Context: an optimization exercise on an open-source flow, tuned for small area and a short achievable clock period. The choices shown serve that exercise and are no tape-out recipe.
At most, simulation tests tie the RTL to the original design; equivalence was not proved.
For run 4, only the layout was checked, not whether the RTL still works.
No activity file was given, so power comes from the tool's default toggle rates.

===== design/flow/design.v =====
module dot9_pipe (
    input wire clk,
    input wire [15:0] a,    
    input wire [15:0] b,    
    input wire [3:0] c,
    output wire [8:0] r     
);
reg [26:0] p1;
reg [13:0] p2;
wire n_1 = (a[0] & b[0]) ^ (a[4] & b[4]) ^ (a[8] & b[8]);
wire n_2 = ((a[0] & b[0]) & (a[4] & b[4])) | ((a[0] & b[0]) & (a[8] & b[8])) | ((a[4] & b[4]) & (a[8] & b[8]));
wire n_3 = (a[0] & b[1]) ^ (a[1] & b[0]) ^ (a[4] & b[5]);
wire n_4 = ((a[0] & b[1]) & (a[1] & b[0])) | ((a[0] & b[1]) & (a[4] & b[5])) | ((a[1] & b[0]) & (a[4] & b[5]));
wire n_5 = (a[5] & b[4]) ^ (a[8] & b[9]) ^ (a[9] & b[8]);
wire n_6 = ((a[5] & b[4]) & (a[8] & b[9])) | ((a[5] & b[4]) & (a[9] & b[8])) | ((a[8] & b[9]) & (a[9] & b[8]));
wire n_7 = (a[12] & b[13]) ^ (a[13] & b[12]) ^ c[1];
wire n_8 = ((a[12] & b[13]) & (a[13] & b[12])) | ((a[12] & b[13]) & c[1]) | ((a[13] & b[12]) & c[1]);
wire n_9 = (a[0] & b[2]) ^ (a[1] & b[1]) ^ (a[2] & b[0]);
wire n_10 = ((a[0] & b[2]) & (a[1] & b[1])) | ((a[0] & b[2]) & (a[2] & b[0])) | ((a[1] & b[1]) & (a[2] & b[0]));
wire n_11 = (a[4] & b[6]) ^ (a[5] & b[5]) ^ (a[6] & b[4]);
wire n_12 = ((a[4] & b[6]) & (a[5] & b[5])) | ((a[4] & b[6]) & (a[6] & b[4])) | ((a[5] & b[5]) & (a[6] & b[4]));
wire n_13 = (a[8] & b[10]) ^ (a[9] & b[9]) ^ (a[10] & b[8]);
wire n_14 = ((a[8] & b[10]) & (a[9] & b[9])) | ((a[8] & b[10]) & (a[10] & b[8])) | ((a[9] & b[9]) & (a[10] & b[8]));
wire n_15 = (a[12] & b[14]) ^ (a[13] & b[13]) ^ (a[14] & b[12]);
wire n_16 = ((a[12] & b[14]) & (a[13] & b[13])) | ((a[12] & b[14]) & (a[14] & b[12])) | ((a[13] & b[13]) & (a[14] & b[12]));
wire n_17 = ~(a[0] & b[3]) ^ (a[1] & b[2]) ^ (a[2] & b[1]);
wire n_18 = (~(a[0] & b[3]) & (a[1] & b[2])) | (~(a[0] & b[3]) & (a[2] & b[1])) | ((a[1] & b[2]) & (a[2] & b[1]));
wire n_19 = ~(a[3] & b[0]) ^ ~(a[4] & b[7]) ^ (a[5] & b[6]);
wire n_20 = (~(a[3] & b[0]) & ~(a[4] & b[7])) | (~(a[3] & b[0]) & (a[5] & b[6])) | (~(a[4] & b[7]) & (a[5] & b[6]));
wire n_21 = (a[6] & b[5]) ^ ~(a[7] & b[4]) ^ ~(a[8] & b[11]);
wire n_22 = ((a[6] & b[5]) & ~(a[7] & b[4])) | ((a[6] & b[5]) & ~(a[8] & b[11])) | (~(a[7] & b[4]) & ~(a[8] & b[11]));
wire n_23 = (a[9] & b[10]) ^ (a[10] & b[9]) ^ ~(a[11] & b[8]);
wire n_24 = ((a[9] & b[10]) & (a[10] & b[9])) | ((a[9] & b[10]) & ~(a[11] & b[8])) | ((a[10] & b[9]) & ~(a[11] & b[8]));
wire n_25 = ~(a[12] & b[15]) ^ (a[13] & b[14]) ^ (a[14] & b[13]);
wire n_26 = (~(a[12] & b[15]) & (a[13] & b[14])) | (~(a[12] & b[15]) & (a[14] & b[13])) | ((a[13] & b[14]) & (a[14] & b[13]));
wire n_27 = ~(a[15] & b[12]) ^ ~c[3] ^ 1'b1;
wire n_28 = (~(a[15] & b[12]) & ~c[3]) | (~(a[15] & b[12]) & 1'b1) | (~c[3] & 1'b1);
wire n_29 = ~(a[1] & b[3]) ^ (a[2] & b[2]) ^ ~(a[3] & b[1]);
wire n_30 = (~(a[1] & b[3]) & (a[2] & b[2])) | (~(a[1] & b[3]) & ~(a[3] & b[1])) | ((a[2] & b[2]) & ~(a[3] & b[1]));
wire n_31 = ~(a[5] & b[7]) ^ (a[6] & b[6]) ^ ~(a[7] & b[5]);
wire n_32 = (~(a[5] & b[7]) & (a[6] & b[6])) | (~(a[5] & b[7]) & ~(a[7] & b[5])) | ((a[6] & b[6]) & ~(a[7] & b[5]));
wire n_33 = ~(a[9] & b[11]) ^ (a[10] & b[10]) ^ ~(a[11] & b[9]);
wire n_34 = (~(a[9] & b[11]) & (a[10] & b[10])) | (~(a[9] & b[11]) & ~(a[11] & b[9])) | ((a[10] & b[10]) & ~(a[11] & b[9]));
wire n_35 = ~(a[13] & b[15]) ^ (a[14] & b[14]) ^ ~(a[15] & b[13]);
wire n_36 = (~(a[13] & b[15]) & (a[14] & b[14])) | (~(a[13] & b[15]) & ~(a[15] & b[13])) | ((a[14] & b[14]) & ~(a[15] & b[13]));
wire n_37 = ~(a[2] & b[3]) ^ ~(a[3] & b[2]) ^ ~(a[6] & b[7]);
wire n_38 = (~(a[2] & b[3]) & ~(a[3] & b[2])) | (~(a[2] & b[3]) & ~(a[6] & b[7])) | (~(a[3] & b[2]) & ~(a[6] & b[7]));
wire n_39 = ~(a[7] & b[6]) ^ ~(a[10] & b[11]) ^ ~(a[11] & b[10]);
wire n_40 = (~(a[7] & b[6]) & ~(a[10] & b[11])) | (~(a[7] & b[6]) & ~(a[11] & b[10])) | (~(a[10] & b[11]) & ~(a[11] & b[10]));
wire n_41 = ~(a[14] & b[15]) ^ ~(a[15] & b[14]) ^ 1'b1;
wire n_42 = (~(a[14] & b[15]) & ~(a[15] & b[14])) | (~(a[14] & b[15]) & 1'b1) | (~(a[15] & b[14]) & 1'b1);
wire n_43 = (a[3] & b[3]) ^ (a[7] & b[7]) ^ (a[11] & b[11]);
wire n_44 = ((a[3] & b[3]) & (a[7] & b[7])) | ((a[3] & b[3]) & (a[11] & b[11])) | ((a[7] & b[7]) & (a[11] & b[11]));
wire n_45 = n_1 ^ (a[12] & b[12]) ^ c[0];
wire n_46 = (n_1 & (a[12] & b[12])) | (n_1 & c[0]) | ((a[12] & b[12]) & c[0]);
wire n_47 = n_3 ^ n_5 ^ n_7;
wire n_48 = (n_3 & n_5) | (n_3 & n_7) | (n_5 & n_7);
wire n_49 = n_9 ^ n_11 ^ n_13;
wire n_50 = (n_9 & n_11) | (n_9 & n_13) | (n_11 & n_13);
wire n_51 = n_15 ^ c[2] ^ n_4;
wire n_52 = (n_15 & c[2]) | (n_15 & n_4) | (c[2] & n_4);
wire n_53 = n_17 ^ n_19 ^ n_21;
wire n_54 = (n_17 & n_19) | (n_17 & n_21) | (n_19 & n_21);
wire n_55 = n_23 ^ n_25 ^ n_27;
wire n_56 = (n_23 & n_25) | (n_23 & n_27) | (n_25 & n_27);
wire n_57 = n_10 ^ n_12 ^ n_14;
wire n_58 = (n_10 & n_12) | (n_10 & n_14) | (n_12 & n_14);
wire n_59 = n_29 ^ n_31 ^ n_33;
wire n_60 = (n_29 & n_31) | (n_29 & n_33) | (n_31 & n_33);
wire n_61 = n_35 ^ 1'b1 ^ n_18;
wire n_62 = (n_35 & 1'b1) | (n_35 & n_18) | (1'b1 & n_18);
wire n_63 = n_20 ^ n_22 ^ n_24;
wire n_64 = (n_20 & n_22) | (n_20 & n_24) | (n_22 & n_24);
wire n_65 = n_37 ^ n_39 ^ n_41;
wire n_66 = (n_37 & n_39) | (n_37 & n_41) | (n_39 & n_41);
wire n_67 = n_30 ^ n_32 ^ n_34;
wire n_68 = (n_30 & n_32) | (n_30 & n_34) | (n_32 & n_34);
wire n_69 = n_43 ^ (a[15] & b[15]) ^ n_38;
wire n_70 = (n_43 & (a[15] & b[15])) | (n_43 & n_38) | ((a[15] & b[15]) & n_38);
wire n_71 = n_47 ^ n_2 ^ n_46;
wire n_72 = (n_47 & n_2) | (n_47 & n_46) | (n_2 & n_46);
wire n_73 = n_49 ^ n_51 ^ n_6;
wire n_74 = (n_49 & n_51) | (n_49 & n_6) | (n_51 & n_6);
wire n_75 = n_53 ^ n_55 ^ n_57;
wire n_76 = (n_53 & n_55) | (n_53 & n_57) | (n_55 & n_57);
wire n_77 = n_16 ^ n_50 ^ n_52;
wire n_78 = (n_16 & n_50) | (n_16 & n_52) | (n_50 & n_52);
wire n_79 = n_59 ^ n_61 ^ n_63;
wire n_80 = (n_59 & n_61) | (n_59 & n_63) | (n_61 & n_63);
wire n_81 = n_26 ^ n_28 ^ n_54;
wire n_82 = (n_26 & n_28) | (n_26 & n_54) | (n_28 & n_54);
wire n_83 = n_65 ^ n_67 ^ n_36;
wire n_84 = (n_65 & n_67) | (n_65 & n_36) | (n_67 & n_36);
wire n_85 = n_60 ^ n_62 ^ n_64;
wire n_86 = (n_60 & n_62) | (n_60 & n_64) | (n_62 & n_64);
wire n_87 = n_69 ^ n_40 ^ n_42;
wire n_88 = (n_69 & n_40) | (n_69 & n_42) | (n_40 & n_42);
wire n_89 = p1[2] ^ p1[3] ^ p1[4];
wire n_90 = (p1[2] & p1[3]) | (p1[2] & p1[4]) | (p1[3] & p1[4]);
wire n_91 = p1[6] ^ p1[7] ^ p1[8];
wire n_92 = (p1[6] & p1[7]) | (p1[6] & p1[8]) | (p1[7] & p1[8]);
wire n_93 = p1[9] ^ p1[10] ^ p1[11];
wire n_94 = (p1[9] & p1[10]) | (p1[9] & p1[11]) | (p1[10] & p1[11]);
wire n_95 = p1[12] ^ p1[13] ^ p1[14];
wire n_96 = (p1[12] & p1[13]) | (p1[12] & p1[14]) | (p1[13] & p1[14]);
wire n_97 = p1[15] ^ p1[16] ^ p1[17];
wire n_98 = (p1[15] & p1[16]) | (p1[15] & p1[17]) | (p1[16] & p1[17]);
wire n_99 = p1[19] ^ p1[20] ^ p1[21];
wire n_100 = (p1[19] & p1[20]) | (p1[19] & p1[21]) | (p1[20] & p1[21]);
wire n_101 = p1[24] ^ p1[25] ^ p1[26];
wire n_102 = (p1[24] & p1[25]) | (p1[24] & p1[26]) | (p1[25] & p1[26]);
wire n_103 = n_93 ^ n_95 ^ n_92;
wire n_104 = (n_93 & n_95) | (n_93 & n_92) | (n_95 & n_92);
wire n_105 = n_97 ^ p1[18] ^ n_94;
wire n_106 = (n_97 & p1[18]) | (n_97 & n_94) | (p1[18] & n_94);
wire n_107 = n_99 ^ p1[22] ^ p1[23];
wire n_108 = (n_99 & p1[22]) | (n_99 & p1[23]) | (p1[22] & p1[23]);
wire n_109 = n_105 ^ n_96 ^ n_104;
wire n_110 = (n_105 & n_96) | (n_105 & n_104) | (n_96 & n_104);
wire n_111 = n_107 ^ n_98 ^ n_106;
wire n_112 = (n_107 & n_98) | (n_107 & n_106) | (n_98 & n_106);
wire n_113 = n_101 ^ n_100 ^ n_108;
wire n_114 = (n_101 & n_100) | (n_101 & n_108) | (n_100 & n_108);
always @(posedge clk) begin
    p1[0] <= n_45;
    p1[1] <= n_71;
    p1[2] <= n_73;
    p1[3] <= n_8;
    p1[4] <= n_48;
    p1[5] <= n_72;
    p1[6] <= n_75;
    p1[7] <= n_77;
    p1[8] <= n_74;
    p1[9] <= n_79;
    p1[10] <= n_81;
    p1[11] <= n_56;
    p1[12] <= n_58;
    p1[13] <= n_76;
    p1[14] <= n_78;
    p1[15] <= n_83;
    p1[16] <= n_85;
    p1[17] <= n_80;
    p1[18] <= n_82;
    p1[19] <= n_87;
    p1[20] <= n_66;
    p1[21] <= n_68;
    p1[22] <= n_84;
    p1[23] <= n_86;
    p1[24] <= n_44;
    p1[25] <= n_70;
    p1[26] <= n_88;
    p2[0] <= p1[0];
    p2[1] <= p1[1];
    p2[2] <= n_89;
    p2[3] <= p1[5];
    p2[4] <= n_91;
    p2[5] <= n_90;
    p2[6] <= n_103;
    p2[7] <= n_109;
    p2[8] <= n_111;
    p2[9] <= n_110;
    p2[10] <= n_113;
    p2[11] <= n_112;
    p2[12] <= n_102;
    p2[13] <= n_114;
end
wire [8:0] row0 = {p2[12], p2[10], p2[8], p2[7], p2[6], p2[4], p2[2], p2[1], p2[0]};
wire [8:0] row1 = {p2[13], p2[11], p2[9], 1'b0, 1'b0, p2[5], p2[3], 1'b0, 1'b0};
assign r = row0 + row1;
endmodule
module Tensor_Crossbar_Array_4m4n4k(
    input wire clk,
    input wire rst,
    input wire start,
    input wire [15:0] cin_M_0, input wire [15:0] cin_M_1,
    input wire [15:0] cin_M_2, input wire [15:0] cin_M_3,
    input wire [15:0] cin_N_0, input wire [15:0] cin_N_1,
    input wire [15:0] cin_N_2, input wire [15:0] cin_N_3,
    input wire [15:0] cin_K_0, input wire [15:0] cin_K_1,
    input wire [15:0] cin_K_2, input wire [15:0] cin_K_3,
    output wire [15:0] data_out_col_0,
    output wire [15:0] data_out_col_1,
    output wire [15:0] data_out_col_2,
    output wire [15:0] data_out_col_3
);
localparam [2:0] S_IDLE = 3'd0, S_LOAD = 3'd1, S_MULT = 3'd2, S_ADD = 3'd3, S_OUT = 3'd4;
reg [2:0] state;
reg [2:0] f;         
reg [3:0] ec;        
wire load = (state == S_LOAD);
reg [35:0] slot [0:3];
reg [15:0] bq0, bq1, bq2, bq3;
function [15:0] bcol(input integer c);
    integer t;
    reg [15:0] m;
    begin
        for (t = 0; t < 4; t = t + 1) begin
            case (t)
                0: m = cin_M_0; 1: m = cin_M_1; 2: m = cin_M_2; default: m = cin_M_3;
            endcase
            bcol[4*t +: 4] = m[15-4*c -: 4];
        end
    end
endfunction
function [15:0] swz(input [15:0] w);
    swz = {w[3:0], w[7:4], w[11:8], w[15:12]};
endfunction
always @(posedge clk) begin
    if (load) begin
        bq0 <= bcol(0); bq1 <= bcol(1); bq2 <= bcol(2); bq3 <= bcol(3);
    end else begin
        bq0 <= bq2; bq2 <= bq0; bq1 <= bq3; bq3 <= bq1;
    end
end
reg [15:0] a_cur;
reg [7:0]  c_cur;
wire [2:0] rj = ec[2:0];
always @(posedge clk) begin
    a_cur <= slot[rj[2:1]][15:0];
    c_cur <= rj[0] ? slot[rj[2:1]][31:24] : slot[rj[2:1]][23:16];
end
wire [8:0] res0, res1;
dot9_pipe e0 (.clk(clk), .a(a_cur), .b(bq2), .c(c_cur[3:0]), .r(res0));
dot9_pipe e1 (.clk(clk), .a(a_cur), .b(bq3), .c(c_cur[7:4]), .r(res1));
reg [7:0] wsel;
always @(posedge clk) begin
    wsel <= 8'd0;
    if (ec >= 4'd2 && ec <= 4'd9)
        wsel[ec - 4'd2] <= 1'b1;
end
integer r;
always @(posedge clk) begin
    for (r = 0; r < 4; r = r + 1) begin
        if (load) begin
            case (r)
                0: slot[r][31:0] <= {swz(cin_K_0), swz(cin_N_0)};
                1: slot[r][31:0] <= {swz(cin_K_1), swz(cin_N_1)};
                2: slot[r][31:0] <= {swz(cin_K_2), swz(cin_N_2)};
                default: slot[r][31:0] <= {swz(cin_K_3), swz(cin_N_3)};
            endcase
        end else begin
            if (wsel[2*r])
                slot[r][17:0] <= {res1, res0};
            if (wsel[2*r+1])
                slot[r][31:18] <= {res1[4:0], res0};
        end
        if (!load && wsel[2*r+1])
            slot[r][35:32] <= res1[8:5];
    end
end
reg [9:0] o0, o1, o2, o3;
assign data_out_col_0 = {{6{o0[9]}}, o0};
assign data_out_col_1 = {{6{o1[9]}}, o1};
assign data_out_col_2 = {{6{o2[9]}}, o2};
assign data_out_col_3 = {{6{o3[9]}}, o3};
function [9:0] dec(input [8:0] v);
    dec = {v[8] & (|v[7:3]), v};
endfunction
reg  [1:0]  orow;      
wire [35:0] rrow = slot[orow];
always @(posedge clk) begin
    if (rst) begin
        state <= S_IDLE;
        f <= 3'd0;
        orow <= 2'd3;
        ec <= 4'd15;
        o0 <= 10'd0; o1 <= 10'd0; o2 <= 10'd0; o3 <= 10'd0;
    end else begin
        if (state == S_IDLE) begin
            o0 <= 10'd0; o1 <= 10'd0; o2 <= 10'd0; o3 <= 10'd0;
        end else if (state == S_OUT && f != 3'd0) begin
            o0 <= dec(rrow[8:0]);
            o1 <= dec(rrow[17:9]);
            o2 <= dec(rrow[26:18]);
            o3 <= dec(rrow[35:27]);
        end
        if (ec != 4'd15)
            ec <= ec + 4'd1;
        if (start) begin
            case (state)
                S_IDLE: state <= S_LOAD;
                S_LOAD: begin state <= S_MULT; ec <= 4'd0; end
                S_MULT: if (ec >= 4'd7) state <= S_ADD;
                S_ADD:  state <= S_OUT;
                S_OUT:  if (f == 3'd4) begin f <= 3'd0; orow <= 2'd3; state <= S_IDLE; end
                        else begin f <= f + 3'd1; orow <= orow + 2'd1; end
                default: state <= S_IDLE;
            endcase
        end
    end
end
endmodule

===== design/flow/flow/run.sh =====
#!/bin/bash
# Standard layout, with the port buffers made from the smallest plain buffer
# (buf_1) instead of the delay buffer buffer_ports picks on its own, and with
# the resizer free to change a cell's footprint when it resizes it.
set -o pipefail
cp standard.sh standard_sh.txt
export BUFFER_PORTS_ARGS="-buffer_cell sky130_fd_sc_hd__buf_1"
bash standard.sh MATCH_CELL_FOOTPRINT=0 finish > standard_flow.log 2>&1

===== design/flow/standard.sh =====
#!/bin/bash
# synth_recipe.tcl (not shown) runs the flow's synth.tcl, then flattens the netlist and writes it again
# the make line also repeats each setting of config.mk as NAME=value (left out here)
make -C /OpenROAD-flow-scripts/flow DESIGN_CONFIG=/design/flow/config.mk WORK_HOME=/design/flow/orfs CLKGATE_MAP_FILE= SYNTH_SCRIPT=/design/flow/synth_recipe.tcl "${@:-finish}"

===== design/flow/config.mk =====
export PLATFORM = sky130hd
export DESIGN_NAME = Tensor_Crossbar_Array_4m4n4k
export DESIGN_NICKNAME = Tensor_Crossbar_Array_4m4n4k
export VERILOG_FILES = /design/flow/design.v
export SDC_FILE = /design/flow/constraint.sdc
export NUM_CORES = 4
export LEC_CHECK = 0
export CAP_MARGIN = 20
export CORE_MARGIN = 2
export CORE_UTILIZATION = 60
export CTS_BUF_LIST = sky130_fd_sc_hd__clkbuf_16
export CTS_CLUSTER_DIAMETER = 80
export CTS_CLUSTER_SIZE = 24
export SETUP_SLACK_MARGIN = 2.7
export SLEW_MARGIN = 20

===== design/flow/constraint.sdc =====
create_clock -name core_clock -period 5.0 [get_ports {clk}]
set_input_delay 1.0000 -clock core_clock [delete_from_list [all_inputs] [get_ports {clk}]]
set_output_delay 1.0000 -clock core_clock [all_outputs]
set_load 0.01 [all_outputs]

==> run summary, run 1 <==
- Actual transition at the worst max-transition pin: 1110 ps
- Clock transition time at the flip-flop clock pins of the worst setup and hold paths: 100 ps
- Synth top cells by count: nand2_1 (380), dfxtp_1 (230), inv_1 (158), edfxtp_1 (144), fa_1 (110)
- Synth-to-Final Area Change: 10.6%
- Kind of critical path: reg -> reg
- Antenna violations before repair: 0
- Total of flip-flops plus latches after synthesis: 374
- Number of top-level design ports: 259
- WL final: 49,200 um
- Clock Latency Late Sink: 550 ps
- Top cell type's share of synthesized area: 25.8%
- Net Count, Synth: 2,012
- Router iterations before antenna repair: 11
- Smallest setup slack after layout: 2730 ps
- Crit path largest cell delay: 500 ps
- Count of final hold-check violations: 0
- Chain of cells forming the critical path: ha_1, inv_1, fa_1, nand2b_1, o21ai_1, xnor2_2, o21ai_1
- Overflow left after global routing: 0
- Number of standard-cell rows in the floorplan: 63
- Total track usage: 31.4%
- Worst supply voltage drop on vdd: 0.000439 V
- Worst slack at placement: 2190 ps
- Post-route setup TNS: 0 ps
- Starting density of the core: 60.5%
- Dominant cell by count in the synthesized netlist: nand2_1
- Fin crit period: 2270 ps
- Fill cell instance count of the final layout: 2,392
- Die extent in y: 176 um
- Setup clock skew after layout: 28.3 ps
- Headroom to the max-slew limit: 25.8%
- Power per cell area: 613 nW/um^2
- Ratio of cells with drive above 1 in the final layout: 6.65%
- Root buffer cell: clkbuf_16
- Die area: 31,100 sq um
- Max-Cap Viols: 0
- Count of warnings emitted by yosys: 3
- Unrepaired setup endpoints after global routing: yes
- First-pass GRT wire length: 72,900 um
- Highest clock frequency the design can meet: 0.440 GHz
- Total power draw: 12.1 mW
- Cell type of the slowest stage on the worst timing path: fa_1
- Post-Syn Area: 17,800 sq um
- Layout Nets: 2,205
- Die boundary width: 176 um
- Placeable core region: 29,500 sq um
- Result of the run: complete, no violations
- Ys async rst share: 0%
- Drt first-iter violations: 2,020
- Required time at the worst-slack endpoint: 5240 ps
- Routed WL per cell: 21.7 um
- Dpl hpwl: 34,800 um
- Number of buffers created by CTS: 19
- Total of endpoints with negative setup slack in the final report: 0
- Post-synth top area cell: dfxtp_1
- Leak pwr: 8.17 nW
- Number of synthesized flops with an enable pin: 144
- Number of inserted diodes: 0
- Largest fanout on the critical path: 8
- Synthesized area per cell: 10.6 sq um
- Post-synthesis cell count: 1,676
- Vias after detailed routing: 13,121
- Detail Route Antenna Nets: 0
- Hold crit path type: reg -> reg
- Data arrival, critical path: 2510 ps
- Critical path startpoint category: flip-flop
- Via count of the first global-routing pass: 12,406
- Largest cells by area after synthesis: dfxtp_1 (26%), edfxtp_1 (24%), fa_1 (12%), nand2_1 (8.0%), a21o_1 (3.8%)
- Endpoint class of the critical path: flip-flop
- Most common cell on crit path: o21ai_1
- Number of unique standard cell types used by synthesis: 52
- Vias per cell: 5.78
- Count of clock tree sinks: 374
- Register area share after synthesis: 50.1%
- Number of max-slew violations in the final report: 0
- Placer Congestion: 0.888
- Worst-case clock buffer depth: 3
- Post-route clock period utilization: 45.4%
- Primary FF master, synth: dfxtp_1
- Quantity of I/O buffers inserted on ports: 258
- Clock H-tree levels: 1
- Total DRC errors in the routed layout: 0
- Maximum number of pins on one net before global-route repair: 61
- Clock tree from TritonCTS: built
## flip-flops by register name (all words and copies together) (netlist names), 10 cells and up
| name | cells |
|---|---|
| bq3 | 16 |
| e1.p2 | 14 |
| slot | 144 |
| o2 | 10 |
| o0 | 10 |
| e0.p1 | 27 |
| o1 | 10 |
| e1.p1 | 27 |
| e0.p2 | 14 |
| a_cur | 16 |
| o3 | 10 |
| bq2 | 16 |
| bq1 | 16 |
| bq0 | 16 |
## layout make-up
| cell class | instances | area, sq um | area share (%) |
|---|---|---|---|
| well taps | 390 | 488 | 2.47 |
| multi-input cells | 1028 | 7870 | 39.9 |
| flip-flops and latches | 374 | 9010 | 45.7 |
| repair buffers | 288 | 1230 | 6.23 |
| inverters | 158 | 593 | 3.01 |
| clock inverters | 14 | 62.6 | 0.317 |
| clock buffers | 19 | 475 | 2.41 |
## repair_timing
item	CTS	global route
gates cloned	3	0
pin swaps	2	12
hold buffers	0	0
endpoints found under the setup margin	329	82
resized for setup	40	46
buffers inserted	5	2
## critical path, delay by kind of cell, from the launching register on
kind | cells | cell delay [ps]
adders and majority gates | 2 | 690
AOI/OAI and AO/OA | 2 | 430
DFF | 1 | 360
xor gates and xnor gates | 1 | 240
and+or+nand+nor | 1 | 180
buffers and inverters | 1 | 70
## cell families (layout without fill, tap and decap cells)
group / count (synthesis) / after routing / share of synthesized area [%]
DFF: 374 / 374 / 50.1
buffers and inverters: 277 / 479 / 6.75
AOI/OAI and AO/OA: 302 / 302 / 12.4
xor gates and xnor gates: 14 / 14 / 0.687
and+or+nand+nor: 522 / 525 / 12.8
muxes: 46 / 46 / 2.86
adders and majority gates: 141 / 141 / 14.5
## path summary, 6_finish.rpt
check	startpoint	endpoint	slack, ps	depth (start not counted)
worst max-delay path	e0.p2[3]	slot[0][26]	2730	7
worst min-delay path	e0.p1[0]	e0.p2[0]	340	0
worst max register to register	e0.p2[3]	slot[0][26]	2730	7
worst min register to register	e0.p1[0]	e0.p2[0]	340	0
## cells in the final DEF (no fill, tap or decap), types with 40 or more instances in the layout
master | synthesis | final
edfxtp_1 | 144 | 144
mux2i_1 | 42 | 40
a222oi_1 | 64 | 64
dfxtp_1 | 230 | 194
inv_1 | 158 | 168
a21o_1 | 91 | 91
a21oi_1 | 60 | 59
and2_1 | 72 | 69
nand2_1 | 380 | 379
buf_1 | 10 | 258
fa_1 | 110 | 110
## power by group
part | switching (mW) | internal, mW | leakage (nW) | total (mW)
logic | 3.08 | 2.22 | 4.61 | 5.30
registers | 0.675 | 4.44 | 3.26 | 5.11
clock network | 0.975 | 0.704 | 0.299 | 1.68
total | 4.73 | 7.36 | 8.17 | 12.1
## routing by layer
layer  part of all wire (%)  wire length (um)  vias to the layer above  track usage [%]
met1                     41             20200                     6428             44.5
met5                      0                 0                        -                0
met4                    2.8              1390                        0             8.78
met2                     47             23200                      651             50.9
met3                    9.1              4480                       72             4.48
li1                       -                 -                     5970                -
## stage by stage
| step | area, sq um | cells | utilization [%] | hold WS, ps |
|---|---|---|---|---|
| after floorplan | 17800 | 1676 | - | 310 |
| after global placement | 18900 | 2227 | 64.0 | 314 |
| after detailed placement | 18900 | 2228 | 64.0 | 315 |
| after CTS | 19600 | 2269 | 66.6 | 337 |
| after global routing | 19700 | 2271 | 66.9 | 350 |
| final | 19700 | 2271 | 66.9 | 337 |
==> inputs of run 2 (changes only) <==
--- a/design/flow/config.mk
+++ b/design/flow/config.mk
@@ -7,7 +7,7 @@
 export LEC_CHECK = 0
 export CAP_MARGIN = 20
 export CORE_MARGIN = 2
-export CORE_UTILIZATION = 60
+export CORE_UTILIZATION = 65
 export CTS_BUF_LIST = sky130_fd_sc_hd__clkbuf_16
 export CTS_CLUSTER_DIAMETER = 80
 export CTS_CLUSTER_SIZE = 24
==> run summary, run 2 <==
- Number of standard-cell rows in the floorplan: 60 (-4.8%)
- Dpl hpwl: 32,400 um (-6.8%)
- Antenna violations before repair: 0 (unchanged)
- Synth-to-Final Area Change: 9.51%
- Dominant cell by count in the synthesized netlist: nand2_1
- Smallest setup slack after layout: 2730 ps (-1.66 ps)
- Met1 layer wirelength in the final routing: 19,400 um (-3.9%)
- Clock tree from TritonCTS: built
- Headroom to the max-slew limit: 41.5% (+16 points)
- Endpoint class of the critical path: output port
- Maximum number of pins on one net before global-route repair: 95 (+56%)
- Chain of cells forming the critical path: buf_1
- Registers with the most flip-flops: slot (144), e0.p1 (27), e1.p1 (27)
- Post-synthesis cell count: 1,676 (unchanged)
- Die boundary width: 170 um (-3.8%)
- Leak pwr: 8.08 nW (-1.1%)
- Kind of critical path: reg -> out
- Hold crit path type: reg -> reg
- Power per cell area: 613 nW/um^2 (about the same)
- Post-Syn Area: 17,800 sq um (unchanged)
- Commonest cells after routing, fill and taps aside: nand2_1 (380), buf_1 (258), dfxtp_1 (191), inv_1 (170), edfxtp_1 (144)
- Clock transition time at the flip-flop clock pins of the worst setup and hold paths: 90 ps (about the same)
- First-pass GRT wire length: 70,100 um (-3.9%)
- Most common library cell in the layout ignoring fill and taps: nand2_1
- Number of max-slew violations in the final report: 0 (unchanged)
- Top cell type's share of synthesized area: 25.8% (unchanged)
- Capture endpoint of the worst hold path: e1.p2[3]
- Top Family by Delay on Critical Path: flip-flops
- WL final: 46,900 um (-4.7%)
- Ys async rst share: 0% (unchanged)
- Count of clock tree sinks: 374 (unchanged)
- Placer Congestion: 0.888 (about the same)
- Post-synth top area cell: dfxtp_1
- Overflow left after global routing: 0 (unchanged)
- Cell type of the slowest stage on the worst timing path: dfxtp_1
- Non-filler cells, final: 2,202 (-3.0%)
- Largest fanout on the critical path: 9 (+1)
- Ratio of cells with drive above 1 in the final layout: 5.64% (-1.0 points)
- Launch point of the worst reg-to-reg path: a_cur[8]
- Post-route clock period utilization: 45.4% (about the same)
- Drt first-iter violations: 1,914 (-5.2%)
- Hold-fix buffer count after cts: 0 (unchanged)
- Via count of the first global-routing pass: 12,316 (-0.73%)
- Worst Reg-to-Reg Cells: 5 (-2)
- Root buffer cell: clkbuf_16
- Routed WL per cell: 21.3 um (-1.7%)
- Setup slack of the most critical reg-to-reg path: 2750 ps (+20 ps)
- Data arrival, critical path: 1270 ps (-1240 ps)
- Result of the run: complete, no violations
- Setup clock skew after layout: 33.2 ps (+4.91 ps)
- Count of final hold-check violations: 0 (unchanged)
- Total of endpoints with negative setup slack in the final report: 0 (unchanged)
- Number of unique standard cell types used by synthesis: 52 (unchanged)
- Clock Latency Late Sink: 550 ps (about the same)
- Number of top-level design ports: 259 (unchanged)
- Fin crit period: 2270 ps (+1.66 ps)
- Synthesized area per cell: 10.6 sq um (unchanged)
- Number of synthesized flops with an enable pin: 144 (unchanged)
- Die extent in y: 170 um (-3.8%)
- Hold path start: e1.p1[5]
- Vias per cell: 5.94 (+2.7%)
- Worst-case clock buffer depth: 3 (unchanged)
- Top layer used by detailed routing: met4
- Max-Cap Viols: 0 (unchanged)
- Top register by number of flip-flops: slot
- Highest clock frequency the design can meet: 0.440 GHz (about the same)
- Count of warnings emitted by yosys: 3 (unchanged)
- Endpoint of the most critical register-to-register path: e0.p1[2]
- Worst slack at placement: 2400 ps (+205 ps)
- Die area: 28,800 sq um (-7.5%)
- Clock H-tree levels: 1 (unchanged)
- Register area share after synthesis: 50.1% (unchanged)
- Total track usage: 32.2% (+0.83 points)
- Total DRC errors in the routed layout: 0 (unchanged)
- Largest register FFs: 144 (unchanged)
- Largest cells by area after synthesis: dfxtp_1 (26%), edfxtp_1 (24%), fa_1 (12%), nand2_1 (8.0%), a21o_1 (3.8%)
- Area after detailed placement: 18,700 sq um (-0.85%)
- Number of placed cells counting well taps: 2,163 (-2.9%)
- Post-Layout Inst Area: 19,500 sq um (-1.0%)
- Router iterations before antenna repair: 9 (-2)
- Critical path startpoint category: flip-flop
- Placeable core region: 27,000 sq um (-8.6%)
- Post-route setup TNS: 0 ps (unchanged)
- Net Count, Synth: 2,012 (unchanged)
- Starting density of the core: 66.2% (+5.7 points)
- Layout Nets: 2,185 (-0.91%)
- Crit path largest cell delay: 550 ps (+50 ps)
- Routed length on met3: 5340 um (+19%)
- Number of buffers created by CTS: 19 (unchanged)
- Quantity of I/O buffers inserted on ports: 258 (unchanged)
- Detail Route Antenna Nets: 0 (unchanged)
- Buffers and inverters on the worst path: 1 (unchanged)
- Number of cells on the worst hold path: 0 (unchanged)
- Actual transition at the worst max-transition pin: 877 ps (-236 ps)
- Worst supply voltage drop on vdd: 0.000434 V (-1.1%)
- Synth top cells by count: nand2_1 (380), dfxtp_1 (230), inv_1 (158), edfxtp_1 (144), fa_1 (110)
- Total of flip-flops plus latches after synthesis: 374 (unchanged)
- Primary FF master, synth: dfxtp_1
- Number of inserted diodes: 0 (unchanged)
- Required time at the worst-slack endpoint: 4000 ps (-1240 ps)
- Final core utilization: 72.5% (+5.5 points)
- Met2 routed wirelength: 20,900 um (-10%)
- Unrepaired setup endpoints after global routing: yes
- Vias after detailed routing: 13,070 (-0.39%)
run 2: cell counts after synthesis:
Identical to the previous run, type by type.
run 2: area by class of cell:
type | count | area, sq um
Clock buffer | 19 | 475
Tap cell | 341 | 427
Inverter | 158 | 593
Sequential cell | 374 | 9000
Fill cell | 1983 | 7420
Clock inverter | 14 | 62.6
Timing Repair Buffer | 269 | 1100
Multi-Input combinational cell | 1027 | 7880
run 2: cell families (layout without fill, tap and decap cells):
family | after synthesis | in the layout | synth area share, %
AND/OR/NAND/NOR | 522 | 524 | 12.8
flip-flops | 374 | 374 | 50.1
AO/OA/AOI/OAI | 302 | 302 | 12.4
buffers and inverters | 277 | 460 | 6.75
adder cells (fa/ha/maj) | 141 | 141 | 14.5
multiplexers | 46 | 46 | 2.86
XOR/XNOR | 14 | 14 | 0.687
run 2: stage by stage:
stage	power, mW	hold slack (ps)
2_1_floorplan	8.42	310
3_3_place_gp	9.95	311
3_5_place_dp	10.2	313
4_1_cts	11.9	335
5_1_grt	12.9	342
6_report	12.0	336
run 2: how the worst max path moves through the flow:
stage | start | slack, ps | depth (start not counted) | endpoint
final | o0[9] | 2730 | 1 | data_out_col_0[12]
after global routing | orow[0] | 2630 | 6 | o0[9]
after floorplan | a_cur[4] | 2750 | 6 | e0.p1[2]
after global placement | f[0] | 2480 | 6 | o1[9]
after detailed placement | f[0] | 2400 | 6 | o1[9]
after CTS | a_cur[9] | 2700 | 5 | e1.p1[6]
run 2: timing repair:
item | 4_1_cts | 5_1_grt
setup buffers | 2 | 1
endpoints found under the hold margin | 0 | 0
gates cloned | 2 | 1
endpoints found under the setup margin | 127 | 109
resized for setup | 34 | 42
pin swaps | 2 | 11
run 2: report_power, final:
part | internal (mW) | switching, mW | leakage, nW
Sequential | 4.43 | 0.692 | 3.26
Clock | 0.704 | 0.960 | 0.307
Combinational | 2.18 | 3.01 | 4.52
Total | 7.32 | 4.66 | 8.08
run 2: worst register-to-register path, delay by kind of cell (launching register included):
family                     cells  cell delay (ps)
adders and majority gates      3             1590
buffers and inverters          1               60
DFF                            1              430
and+or+nand+nor                1              100
run 2: layer usage:
layer	GRT usage, %	up-vias
met5	0	-
met4	8.77	0
met2	49.6	759
met1	47.5	6311
met3	5.78	88
li1	-	5912
==> inputs of run 3 (changes only) <==
--- a/design/flow/config.mk
+++ b/design/flow/config.mk
@@ -7,7 +7,7 @@
 export LEC_CHECK = 0
 export CAP_MARGIN = 20
 export CORE_MARGIN = 2
-export CORE_UTILIZATION = 65
+export CORE_UTILIZATION = 68
 export CTS_BUF_LIST = sky130_fd_sc_hd__clkbuf_16
 export CTS_CLUSTER_DIAMETER = 80
 export CTS_CLUSTER_SIZE = 24
==> run summary, run 3 <==
- Number of max-slew violations in the final report: 0 (unchanged)
- Xor-xnor portion of the synthesized cell area: 0.687% (unchanged)
- Cell type of the slowest stage on the worst timing path: dfxtp_1
- Endpoint of the most critical register-to-register path: e0.p1[15]
- Kind of critical path: reg -> out
- Number of standard-cell rows in the floorplan: 59 (-1.7%)
- Synth top cells by count: nand2_1 (380), dfxtp_1 (230), inv_1 (158), edfxtp_1 (144), fa_1 (110)
- Headroom to the max-slew limit: 36.2% (-5.3 points)
- Top cell type's share of synthesized area: 25.8% (unchanged)
- Total track usage: 33.3% (+1.1 points)
- Clock transition time at the flip-flop clock pins of the worst setup and hold paths: 100 ps (about the same)
- Total of endpoints with negative setup slack in the final report: 0 (unchanged)
- Endpoint class of the critical path: output port
- Final hold slack: 336 ps (-0.319 ps)
- Number of inserted diodes: 0 (unchanged)
- Unrepaired setup endpoints after global routing: yes
- Layout Nets: 2,188 (+0.14%)
- Post-Layout Inst Area: 19,600 sq um (+0.49%)
- Largest cells by area after synthesis: dfxtp_1 (26%), edfxtp_1 (24%), fa_1 (12%), nand2_1 (8.0%), a21o_1 (3.8%)
- Number of top-level design ports: 259 (unchanged)
- Combinational family with the most area after synthesis: adder cells
- Number of unique standard cell types used by synthesis: 52 (unchanged)
- Post-route clock period utilization: 45.6% (+0.16 points)
- Overflow left after global routing: 0 (unchanged)
- Root buffer cell: clkbuf_16
- Die extent in y: 166 um (-2.2%)
- Hold-fix buffer count after cts: 0 (unchanged)
- Power per cell area: 615 nW/um^2 (+0.27%)
- Post-Syn Area: 17,800 sq um (unchanged)
- Launch point of the worst reg-to-reg path: a_cur[6]
- Count of warnings emitted by yosys: 3 (unchanged)
- Leak pwr: 8.12 nW (+0.45%)
- Setup clock skew after layout: 23.4 ps (-9.88 ps)
- Number of buffers created by CTS: 19 (unchanged)
- Largest register FFs: 144 (unchanged)
- Critical path startpoint category: flip-flop
- Hold path start: e0.p1[0]
- Routed WL per cell: 21.5 um (+0.69%)
- Fin crit period: 2280 ps (+7.96 ps)
- Maximum number of pins on one net before global-route repair: 96 (+1.1%)
- Die area: 27,500 sq um (-4.3%)
- Final core utilization: 75.8% (+3.3 points)
- Placeable core region: 25,900 sq um (-3.9%)
- Required time at the worst-slack endpoint: 4000 ps (about the same)
- Capture endpoint of the worst hold path: e0.p2[0]
- Post-route setup TNS: 0 ps (unchanged)
- Dominant cell by count in the synthesized netlist: nand2_1
- Actual transition at the worst max-transition pin: 956 ps (+79.1 ps)
- Post-synthesis cell count: 1,676 (unchanged)
- Top register by number of flip-flops: slot
- Clock H-tree levels: 1 (unchanged)
- Clock tree from TritonCTS: built
- First-pass GRT wire length: 71,300 um (+1.6%)
- Chain of cells forming the critical path: buf_1
- Commonest cells after routing, fill and taps aside: nand2_1 (378), buf_1 (258), dfxtp_1 (189), inv_1 (169), edfxtp_1 (144)
- Count of clock tree sinks: 374 (unchanged)
- Primary FF master, synth: dfxtp_1
- Placer Congestion: 0.903 (+1.7%)
- Crit path largest cell delay: 550 ps (about the same)
- Worst-case clock buffer depth: 3 (unchanged)
- Ys async rst share: 0% (unchanged)
- Multiplexer area fraction after synthesis: 2.86% (unchanged)
- Most common library cell in the layout ignoring fill and taps: nand2_1
- Setup slack of the most critical reg-to-reg path: 2750 ps (about the same)
- Ratio of cells with drive above 1 in the final layout: 6.23% (+0.58 points)
- Buffers and inverters on the worst path: 1 (unchanged)
- Quantity of I/O buffers inserted on ports: 258 (unchanged)
- Number of synthesized flops with an enable pin: 144 (unchanged)
- Clock Latency Late Sink: 550 ps (about the same)
- Antenna violations before repair: 0 (unchanged)
- WL final: 47,200 um (+0.51%)
- Registers with the most flip-flops: slot (144), e0.p1 (27), e1.p1 (27)
- Non-filler cells, final: 2,198 (-0.18%)
- Dpl hpwl: 32,500 um (+0.22%)
- Vias per cell: 6.03 (+1.5%)
- Top Family by Delay on Critical Path: flip-flops
- Largest fanout on the critical path: 9 (unchanged)
- Highest clock frequency the design can meet: 0.439 GHz (-0.35%)
- Number of placed cells counting well taps: 2,157 (-0.28%)
- Result of the run: complete, no violations
- Count of final hold-check violations: 0 (unchanged)
- Synthesized-area fraction occupied by ao, oa, aoi and oai cells: 12.4% (unchanged)
- Area after detailed placement: 18,700 sq um (about the same)
- Post-synth top area cell: dfxtp_1
- Detail Route Antenna Nets: 0 (unchanged)
- Die boundary width: 166 um (-2.2%)
- Worst Reg-to-Reg Cells: 5 (unchanged)
- Total of flip-flops plus latches after synthesis: 374 (unchanged)
- Number of cells on the worst hold path: 0 (unchanged)
- Post-synthesis simple-gate area fraction: 12.8% (unchanged)
- Net Count, Synth: 2,012 (unchanged)
- Synth-to-Final Area Change: 10.0%
- Via count of the first global-routing pass: 13,002 (+5.6%)
- Launching instance or port of the critical path: o0[9]
- Vias after detailed routing: 13,245 (+1.3%)
- Data arrival, critical path: 1280 ps (about the same)
- Router iterations before antenna repair: 13 (+4)
- Post-synthesis share of cell area spent on full adders, half adders and majority gates: 14.5% (unchanged)
- Register area share after synthesis: 50.1% (unchanged)
- Drt first-iter violations: 1,809 (-5.5%)
- Worst supply voltage drop on vdd: 0.000561 V (+29%)
- Starting density of the core: 68.8% (+2.7 points)
- Max-Cap Viols: 0 (unchanged)
- Hold crit path type: reg -> reg
- Total DRC errors in the routed layout: 0 (unchanged)
- Synthesized area per cell: 10.6 sq um (unchanged)
## run 3: cell counts after synthesis
Identical to the previous run, type by type.
## run 3: how the worst max path moves through the flow
stage                         endpoint  slack (ps)  cells after the start
floorplan                     e0.p1[2]        2750                      6
global placement            slot[3][3]        2410                      4
detailed placement         slot[3][21]        2270                      4
CTS                           c_cur[3]        2680                      5
global route                     o1[9]        2630                      4
finish              data_out_col_0[13]        2720                      1
## run 3: cell families after synthesis
family	count (synthesis)
flip-flops	374
multiplexers	46
buffers and inverters	277
adder cells (fa/ha/maj)	141
AO/OA/AOI/OAI	302
XOR/XNOR	14
AND/OR/NAND/NOR	522
## run 3: cell type report
cell class | count | area [sq um]
Sequential cell | 374 | 9010
Multi-Input combinational cell | 1026 | 7900
Fill cell | 1914 | 6280
Timing Repair Buffer | 273 | 1170
Inverter | 158 | 593
Clock buffer | 19 | 475
Tap cell | 335 | 419
Clock inverter | 13 | 61.3
## run 3: through the flow
stage                     power [mW]  setup slack [ps]
after floorplan                 8.42              2750
after global placement          9.91              2410
after detailed placement        10.2              2270
after CTS                       11.9              2680
after global routing            13.0              2630
final                           12.1              2720
## run 3: layer usage
metal	vias to the layer above	track usage, %	part of all wire [%]
met5	-	0	0
met4	0	8.39	2.3
met3	81	6.58	12
met2	797	52.6	46
met1	6438	48.2	40
li1	5929	-	-
## run 3: report_power, final
part / total, mW / switching [mW] / internal (mW)
registers: 5.11 / 0.677 / 4.44
logic: 5.27 / 3.06 / 2.21
clock network: 1.68 / 0.974 / 0.705
## run 3: timing repair
action | in CTS | in global routing
resized for setup | 38 | 49
gates cloned | 0 | 1
setup buffers | 1 | 7
endpoints found under the hold margin | 0 | 0
pin swaps | 2 | 15
endpoints found under the setup margin | 158 | 81
==> inputs of run 4 (changes only) <==
--- a/design/flow/design.v
+++ b/design/flow/design.v
@@ -5,8 +5,8 @@
     input wire [3:0] c,
     output wire [8:0] r     
 );
-reg [26:0] p1;
-reg [13:0] p2;
+reg [35:0] p1;
+reg [16:0] p2;
 wire n_1 = (a[0] & b[0]) ^ (a[4] & b[4]) ^ (a[8] & b[8]);
 wire n_2 = ((a[0] & b[0]) & (a[4] & b[4])) | ((a[0] & b[0]) & (a[8] & b[8])) | ((a[4] & b[4]) & (a[8] & b[8]));
 wire n_3 = (a[0] & b[1]) ^ (a[1] & b[0]) ^ (a[4] & b[5]);
@@ -77,95 +77,107 @@
 wire n_68 = (n_30 & n_32) | (n_30 & n_34) | (n_32 & n_34);
 wire n_69 = n_43 ^ (a[15] & b[15]) ^ n_38;
 wire n_70 = (n_43 & (a[15] & b[15])) | (n_43 & n_38) | ((a[15] & b[15]) & n_38);
-wire n_71 = n_47 ^ n_2 ^ n_46;
-wire n_72 = (n_47 & n_2) | (n_47 & n_46) | (n_2 & n_46);
-wire n_73 = n_49 ^ n_51 ^ n_6;
-wire n_74 = (n_49 & n_51) | (n_49 & n_6) | (n_51 & n_6);
-wire n_75 = n_53 ^ n_55 ^ n_57;
-wire n_76 = (n_53 & n_55) | (n_53 & n_57) | (n_55 & n_57);
-wire n_77 = n_16 ^ n_50 ^ n_52;
-wire n_78 = (n_16 & n_50) | (n_16 & n_52) | (n_50 & n_52);
-wire n_79 = n_59 ^ n_61 ^ n_63;
-wire n_80 = (n_59 & n_61) | (n_59 & n_63) | (n_61 & n_63);
-wire n_81 = n_26 ^ n_28 ^ n_54;
-wire n_82 = (n_26 & n_28) | (n_26 & n_54) | (n_28 & n_54);
-wire n_83 = n_65 ^ n_67 ^ n_36;
-wire n_84 = (n_65 & n_67) | (n_65 & n_36) | (n_67 & n_36);
-wire n_85 = n_60 ^ n_62 ^ n_64;
-wire n_86 = (n_60 & n_62) | (n_60 & n_64) | (n_62 & n_64);
-wire n_87 = n_69 ^ n_40 ^ n_42;
-wire n_88 = (n_69 & n_40) | (n_69 & n_42) | (n_40 & n_42);
-wire n_89 = p1[2] ^ p1[3] ^ p1[4];
-wire n_90 = (p1[2] & p1[3]) | (p1[2] & p1[4]) | (p1[3] & p1[4]);
-wire n_91 = p1[6] ^ p1[7] ^ p1[8];
-wire n_92 = (p1[6] & p1[7]) | (p1[6] & p1[8]) | (p1[7] & p1[8]);
-wire n_93 = p1[9] ^ p1[10] ^ p1[11];
-wire n_94 = (p1[9] & p1[10]) | (p1[9] & p1[11]) | (p1[10] & p1[11]);
-wire n_95 = p1[12] ^ p1[13] ^ p1[14];
-wire n_96 = (p1[12] & p1[13]) | (p1[12] & p1[14]) | (p1[13] & p1[14]);
-wire n_97 = p1[15] ^ p1[16] ^ p1[17];
-wire n_98 = (p1[15] & p1[16]) | (p1[15] & p1[17]) | (p1[16] & p1[17]);
-wire n_99 = p1[19] ^ p1[20] ^ p1[21];
-wire n_100 = (p1[19] & p1[20]) | (p1[19] & p1[21]) | (p1[20] & p1[21]);
-wire n_101 = p1[24] ^ p1[25] ^ p1[26];
-wire n_102 = (p1[24] & p1[25]) | (p1[24] & p1[26]) | (p1[25] & p1[26]);
+wire n_71 = p1[1] ^ p1[2] ^ p1[3];
+wire n_72 = (p1[1] & p1[2]) | (p1[1] & p1[3]) | (p1[2] & p1[3]);
+wire n_73 = p1[4] ^ p1[5] ^ p1[6];
+wire n_74 = (p1[4] & p1[5]) | (p1[4] & p1[6]) | (p1[5] & p1[6]);
+wire n_75 = p1[9] ^ p1[10] ^ p1[11];
+wire n_76 = (p1[9] & p1[10]) | (p1[9] & p1[11]) | (p1[10] & p1[11]);
+wire n_77 = p1[12] ^ p1[13] ^ p1[14];
+wire n_78 = (p1[12] & p1[13]) | (p1[12] & p1[14]) | (p1[13] & p1[14]);
+wire n_79 = p1[15] ^ p1[16] ^ p1[17];
+wire n_80 = (p1[15] & p1[16]) | (p1[15] & p1[17]) | (p1[16] & p1[17]);
+wire n_81 = p1[18] ^ p1[19] ^ p1[20];
+wire n_82 = (p1[18] & p1[19]) | (p1[18] & p1[20]) | (p1[19] & p1[20]);
+wire n_83 = p1[23] ^ p1[24] ^ p1[25];
+wire n_84 = (p1[23] & p1[24]) | (p1[23] & p1[25]) | (p1[24] & p1[25]);
+wire n_85 = p1[26] ^ p1[27] ^ p1[28];
+wire n_86 = (p1[26] & p1[27]) | (p1[26] & p1[28]) | (p1[27] & p1[28]);
+wire n_87 = p1[29] ^ p1[30] ^ p1[31];
+wire n_88 = (p1[29] & p1[30]) | (p1[29] & p1[31]) | (p1[30] & p1[31]);
+wire n_89 = n_73 ^ p1[7] ^ p1[8];
+wire n_90 = (n_73 & p1[7]) | (n_73 & p1[8]) | (p1[7] & p1[8]);
+wire n_91 = n_75 ^ n_77 ^ n_74;
+wire n_92 = (n_75 & n_77) | (n_75 & n_74) | (n_77 & n_74);
+wire n_93 = n_79 ^ n_81 ^ p1[21];
+wire n_94 = (n_79 & n_81) | (n_79 & p1[21]) | (n_81 & p1[21]);
+wire n_95 = p1[22] ^ n_76 ^ n_78;
+wire n_96 = (p1[22] & n_76) | (p1[22] & n_78) | (n_76 & n_78);
+wire n_97 = n_83 ^ n_85 ^ n_80;
+wire n_98 = (n_83 & n_85) | (n_83 & n_80) | (n_85 & n_80);
+wire n_99 = n_87 ^ p1[32] ^ p1[33];
+wire n_100 = (n_87 & p1[32]) | (n_87 & p1[33]) | (p1[32] & p1[33]);
+wire n_101 = p1[34] ^ p1[35] ^ n_88;
+wire n_102 = (p1[34] & p1[35]) | (p1[34] & n_88) | (p1[35] & n_88);
 wire n_103 = n_93 ^ n_95 ^ n_92;
 wire n_104 = (n_93 & n_95) | (n_93 & n_92) | (n_95 & n_92);
-wire n_105 = n_97 ^ p1[18] ^ n_94;
-wire n_106 = (n_97 & p1[18]) | (n_97 & n_94) | (p1[18] & n_94);
-wire n_107 = n_99 ^ p1[22] ^ p1[23];
-wire n_108 = (n_99 & p1[22]) | (n_99 & p1[23]) | (p1[22] & p1[23]);
-wire n_109 = n_105 ^ n_96 ^ n_104;
-wire n_110 = (n_105 & n_96) | (n_105 & n_104) | (n_96 & n_104);
-wire n_111 = n_107 ^ n_98 ^ n_106;
-wire n_112 = (n_107 & n_98) | (n_107 & n_106) | (n_98 & n_106);
-wire n_113 = n_101 ^ n_100 ^ n_108;
-wire n_114 = (n_101 & n_100) | (n_101 & n_108) | (n_100 & n_108);
+wire n_105 = n_97 ^ n_82 ^ n_94;
+wire n_106 = (n_97 & n_82) | (n_97 & n_94) | (n_82 & n_94);
+wire n_107 = n_99 ^ n_84 ^ n_86;
+wire n_108 = (n_99 & n_84) | (n_99 & n_86) | (n_84 & n_86);
+wire n_109 = p2[7] ^ p2[8] ^ p2[9];
+wire n_110 = (p2[7] & p2[8]) | (p2[7] & p2[9]) | (p2[8] & p2[9]);
+wire n_111 = p2[10] ^ p2[11] ^ p2[12];
+wire n_112 = (p2[10] & p2[11]) | (p2[10] & p2[12]) | (p2[11] & p2[12]);
+wire n_113 = p2[13] ^ p2[14] ^ p2[15];
+wire n_114 = (p2[13] & p2[14]) | (p2[13] & p2[15]) | (p2[14] & p2[15]);
 always @(posedge clk) begin
     p1[0] <= n_45;
-    p1[1] <= n_71;
-    p1[2] <= n_73;
-    p1[3] <= n_8;
-    p1[4] <= n_48;
-    p1[5] <= n_72;
-    p1[6] <= n_75;
-    p1[7] <= n_77;
-    p1[8] <= n_74;
-    p1[9] <= n_79;
-    p1[10] <= n_81;
-    p1[11] <= n_56;
-    p1[12] <= n_58;
-    p1[13] <= n_76;
-    p1[14] <= n_78;
-    p1[15] <= n_83;
-    p1[16] <= n_85;
-    p1[17] <= n_80;
-    p1[18] <= n_82;
-    p1[19] <= n_87;
-    p1[20] <= n_66;
-    p1[21] <= n_68;
-    p1[22] <= n_84;
-    p1[23] <= n_86;
-    p1[24] <= n_44;
-    p1[25] <= n_70;
-    p1[26] <= n_88;
+    p1[1] <= n_47;
+    p1[2] <= n_2;
+    p1[3] <= n_46;
+    p1[4] <= n_49;
+    p1[5] <= n_51;
+    p1[6] <= n_6;
+    p1[7] <= n_8;
+    p1[8] <= n_48;
+    p1[9] <= n_53;
+    p1[10] <= n_55;
+    p1[11] <= n_57;
+    p1[12] <= n_16;
+    p1[13] <= n_50;
+    p1[14] <= n_52;
+    p1[15] <= n_59;
+    p1[16] <= n_61;
+    p1[17] <= n_63;
+    p1[18] <= n_26;
+    p1[19] <= n_28;
+    p1[20] <= n_54;
+    p1[21] <= n_56;
+    p1[22] <= n_58;
+    p1[23] <= n_65;
+    p1[24] <= n_67;
+    p1[25] <= n_36;
+    p1[26] <= n_60;
+    p1[27] <= n_62;
+    p1[28] <= n_64;
+    p1[29] <= n_69;
+    p1[30] <= n_40;
+    p1[31] <= n_42;
+    p1[32] <= n_66;
+    p1[33] <= n_68;
+    p1[34] <= n_44;
+    p1[35] <= n_70;
     p2[0] <= p1[0];
-    p2[1] <= p1[1];
+    p2[1] <= n_71;
     p2[2] <= n_89;
-    p2[3] <= p1[5];
+    p2[3] <= n_72;
     p2[4] <= n_91;
     p2[5] <= n_90;
     p2[6] <= n_103;
-    p2[7] <= n_109;
-    p2[8] <= n_111;
-    p2[9] <= n_110;
-    p2[10] <= n_113;
-    p2[11] <= n_112;
-    p2[12] <= n_102;
-    p2[13] <= n_114;
-end
-wire [8:0] row0 = {p2[12], p2[10], p2[8], p2[7], p2[6], p2[4], p2[2], p2[1], p2[0]};
-wire [8:0] row1 = {p2[13], p2[11], p2[9], 1'b0, 1'b0, p2[5], p2[3], 1'b0, 1'b0};
+    p2[7] <= n_105;
+    p2[8] <= n_96;
+    p2[9] <= n_104;
+    p2[10] <= n_107;
+    p2[11] <= n_98;
+    p2[12] <= n_106;
+    p2[13] <= n_101;
+    p2[14] <= n_100;
+    p2[15] <= n_108;
+    p2[16] <= n_102;
+end
+wire [8:0] row0 = {p2[16], n_113, n_111, n_109, p2[6], p2[4], p2[2], p2[1], p2[0]};
+wire [8:0] row1 = {n_114, n_112, n_110, 1'b0, 1'b0, p2[5], p2[3], 1'b0, 1'b0};
 assign r = row0 + row1;
 endmodule
 module Tensor_Crossbar_Array_4m4n4k(
==> design/flow/run.sh (new file) <==
#!/bin/bash
# synth_recipe.tcl (not shown) runs the flow's synth.tcl, then flattens the netlist and writes it again
# the make line also repeats each setting of config.mk as NAME=value (left out here)
make -C /OpenROAD-flow-scripts/flow DESIGN_CONFIG=/design/flow/config.mk WORK_HOME=/design/flow/orfs CLKGATE_MAP_FILE= SYNTH_SCRIPT=/design/flow/synth_recipe.tcl finish
==> design/flow/config.mk (replaced) <==
export PLATFORM = sky130hd
export DESIGN_NAME = Tensor_Crossbar_Array_4m4n4k
export DESIGN_NICKNAME = Tensor_Crossbar_Array_4m4n4k
export VERILOG_FILES = /design/flow/design.v
export SDC_FILE = /design/flow/constraint.sdc
export NUM_CORES = 4
export LEC_CHECK = 0
export CAP_MARGIN = 20
export CORE_MARGIN = 2
export CORE_UTILIZATION = 60
export SETUP_SLACK_MARGIN = 2.8
export SLEW_MARGIN = 20
removed: design/flow/flow/run.sh
removed: design/flow/standard.sh
==> run summary, run 4 <==
- Unrepaired setup endpoints after global routing: yes
- Data arrival, critical path: 2490 ps (+1210 ps)
- Starting density of the core: 60.8% (-8.1 points)
- Top Family by Delay on Critical Path: adder cells
- Top register by number of flip-flops: slot
- Largest register FFs: 144 (unchanged)
- Overflow left after global routing: 0 (unchanged)
- Registers with the most flip-flops: slot (144), e0.p1 (36), e1.p1 (36)
- Largest cells by area after synthesis: dfxtp_1 (27%), edfxtp_1 (23%), fa_1 (12%), nand2_1 (7.2%), inv_1 (3.7%)
- Post-route setup TNS: 0 ps (unchanged)
- Total power draw: 15.4 mW (+28%)
- Buffers and inverters on the worst path: 0 (-1)
- Number of top-level design ports: 259 (unchanged)
- Antenna violations before repair: 1 (+1)
- Fin crit period: 2200 ps (-76.2 ps)
- Drt first-iter violations: 1,731 (-4.3%)
- Count of final hold-check violations: 0 (unchanged)
- Vias per cell: 5.84 (-3.2%)
- Clock Latency Late Sink: 550 ps (about the same)
- Primary FF master, synth: dfxtp_1
- Fill cell instance count of the final layout: 2,080 (+8.7%)
- Cell type of the slowest stage on the worst timing path: fa_1
- Synthesized area per cell: 10.7 sq um (+0.84%)
- Highest clock frequency the design can meet: 0.454 GHz (+3.5%)
- Required time at the worst-slack endpoint: 5290 ps (+1290 ps)
- Actual transition at the worst max-transition pin: 968 ps (+11.6 ps)
- Kind of critical path: reg -> reg
- Quantity of I/O buffers inserted on ports: 258 (unchanged)
- Max-Cap Viols: 0 (unchanged)
- Count of warnings emitted by yosys: 3 (unchanged)
- Number of standard-cell rows in the floorplan: 64 (+8.5%)
- Clock H-tree levels: 2 (+1)
- Worst Reg-to-Reg Cells: 6 (+1)
- Worst-case clock buffer depth: 3 (unchanged)
- Post-synthesis cell count: 1,728 (+3.1%)
- WL final: 51,700 um (+9.7%)
- Router iterations before antenna repair: 9 (-4)
- Number of buffers created by CTS: 41 (+22)
- Result of the run: complete, no violations
- Dpl hpwl: 34,600 um (+6.5%)
- Vias after detailed routing: 13,895 (+4.9%)
- Number of inserted diodes: 0 (unchanged)
- Largest fanout on the critical path: 8 (-1)
- Synth top cells by count: nand2_1 (356), dfxtp_1 (254), inv_1 (184), edfxtp_1 (144), fa_1 (110)
- Multi-input combinational cell area: 8030 sq um (+1.7%)
- Number of max-slew violations in the final report: 0 (unchanged)
- Ratio of cells with drive above 1 in the final layout: 10.2% (+4.0 points)
- Number of cells on the worst hold path: 0 (unchanged)
- Maximum number of pins on one net before global-route repair: 74 (-23%)
- Post-synth top area cell: dfxtp_1
- Total of endpoints with negative setup slack in the final report: 0 (unchanged)
- Routed WL per cell: 21.7 um (+1.2%)
- Placer Congestion: 0.890 (-1.5%)
- Crit path largest cell delay: 510 ps (-40 ps)
- Stages on the worst setup path: 6 (+5)
- Detail Route Antenna Nets: 0 (unchanged)
- Commonest cells after routing, fill and taps aside: nand2_1 (355), dfxtp_1 (242), clkdlybuf4s50_1 (194), inv_1 (184), edfxtp_1 (144)
- Synth-to-Final Area Change: 24.0%
- Hold-fix buffer count after cts: 0 (unchanged)
- Total DRC errors in the routed layout: 0 (unchanged)
- Count of clock tree sinks: 398 (+6.4%)
- Register area: 9430 sq um (+4.6%)
- Clock tree from TritonCTS: built
- Number of synthesized flops with an enable pin: 144 (unchanged)
- Die area: 32,300 sq um (+17%)
- Post-route clock period utilization: 44.1% (-1.5 points)
- Register area share after synthesis: 50.7% (+0.68 points)
- First-pass GRT wire length: 79,300 um (+11%)
- Via count of the first global-routing pass: 13,949 (+7.3%)
- Total track usage: 31.8% (-1.5 points)
- Headroom to the max-slew limit: 35.5% (-0.77 points)
- Root buffer cell: clkbuf_16
- Ys async rst share: 0% (unchanged)
- Chain of cells forming the critical path: ha_1, fa_1, nand3_1, xor2_1, nor2_2, a21o_1
- Die boundary width: 180 um (+8.3%)
- Post-Syn Area: 18,500 sq um (+4.0%)
- Endpoint class of the critical path: flip-flop
- Clock transition time at the flip-flop clock pins of the worst setup and hold paths: 60 ps (-40 ps)
- Critical path startpoint category: flip-flop
- Worst supply voltage drop on vdd: 0.000394 V (-30%)
- Number of unique standard cell types used by synthesis: 54 (+3.8%)
- Layout Nets: 2,289 (+4.6%)
- Top cell type's share of synthesized area: 27.4% (+1.6 points)
- Most common library cell in the layout ignoring fill and taps: nand2_1
- Leak pwr: 9.98 nW (+23%)
- Power per cell area: 670 nW/um^2 (+9.0%)
- Total of flip-flops plus latches after synthesis: 398 (+6.4%)
- Net Count, Synth: 2,064 (+2.6%)
- Die extent in y: 180 um (+8.3%)
- Hold crit path type: reg -> reg
- Dominant cell by count in the synthesized netlist: nand2_1
- Placeable core region: 30,500 sq um (+18%)
- Setup clock skew after layout: 19.7 ps (-3.66 ps)
==> run 4: cell count changes after synthesis, moves of 3 or more <==
| cell | delta |
|---|---|
| and2_1 | +17 |
| nand2_2 | +9 |
| dfxtp_1 | +24 |
| inv_1 | +26 |
| nand2_1 | -24 |
| nand3_1 | +5 |
| clkbuf_1 | -16 |
| buf_6 | +4 |
| a21o_1 | -3 |
| buf_2 | +11 |
==> run 4: kinds of logic after synthesis <==
kind of cell    count (synthesis)  share of synthesized area, %
mux                            46                          2.75
xor+xnor                       14                         0.661
buf+inv                       301                          7.21
compound gates                298                          11.7
flops                         398                          50.7
fa+ha+maj                     141                          14.0
simple gates                  530                          12.9
==> run 4: routing by layer <==
layer,global-route usage (%),vias to the layer above,share of wire (%)
met4,12.1,0,3.9
met3,6.50,120,11
met2,50.2,810,45
li1,-,6207,-
met5,0,-,0
met1,43.8,6758,40
==> run 4: final timing paths <==
path | slack [ps] | startpoint | to
setup / recovery | 2800 | e0.p2[2] | slot[2][6]
setup reg to reg | 2800 | e0.p2[2] | slot[2][6]
hold / removal | 340 | e1.p1[0] | e1.p2[0]
hold reg to reg | 340 | e1.p1[0] | e1.p2[0]
==> run 4: timing repair <==
item	in CTS	in global routing
setup buffers	13	12
cloned	1	1
endpoints found under the setup margin	282	140
gates resized for setup	128	65
pin swaps	7	10
==> run 4: final cells by class <==
type,instances,area share (%)
tap,396,2.15
clock inverter,18,1.14
clock buffer,57,5.37
sequential,398,41.0
timing repair buffer,296,12.4
inverter,185,3.02
multi-input combinational,1031,34.9
==> run 4: per-stage QoR <==
stage          cells  hold slack [ps]  utilization [%]  setup slack (ps)  instance area [sq um]
2_1_floorplan   1728              310                -              2930                  18500
3_5_place_dp    2279              318             69.2              2180                  21100
4_1_cts         2368              333             75.3              2790                  23000
6_report        2381              338             75.4              2800                  23000
3_3_place_gp    2279              313             69.2              2230                  21100
5_1_grt         2381              341             75.4              2720                  23000
==> run 4: where the power goes <==
group | leakage (nW) | internal (mW) | switching (mW)
logic | 5.78 | 2.79 | 3.60
registers | 3.46 | 4.90 | 0.775
clock network | 0.742 | 2.05 | 1.29

[what the ideal ports hide]
The results above use ideal ports. As a check the final layouts listed here were re-extracted and re-timed, cells and wires unchanged. Step 1, drivers: a clkbuf_16 drives clk and a buf_2 each remaining input, both assumed. Step 2 times the ports against the registers' clock, not the clock port: input delays grow and output delays shrink by t, the midpoint of the rising clock arrivals with the driver on. a / b / c = no drivers / after step 1 / after step 2; a / b = the first two.
run | shift t [ns] | slack for setup (ns) | pins driven straight from the clock port
run 1 | 0.583 | 2.729 / 2.729 / 2.465 | 1
run 2 | 0.585 | 2.728 / 2.674 / 2.473 | 1
run 3 | 0.582 | 2.720 / 2.669 / 2.466 | 1
run 4 | 0.589 | 2.796 / 2.778 / 2.381 | 1
After both steps every run listed still meets setup and hold. The setup slack of run 4, which loses most, moves by -0.018 ns with the drivers and by -0.415 ns with both steps.
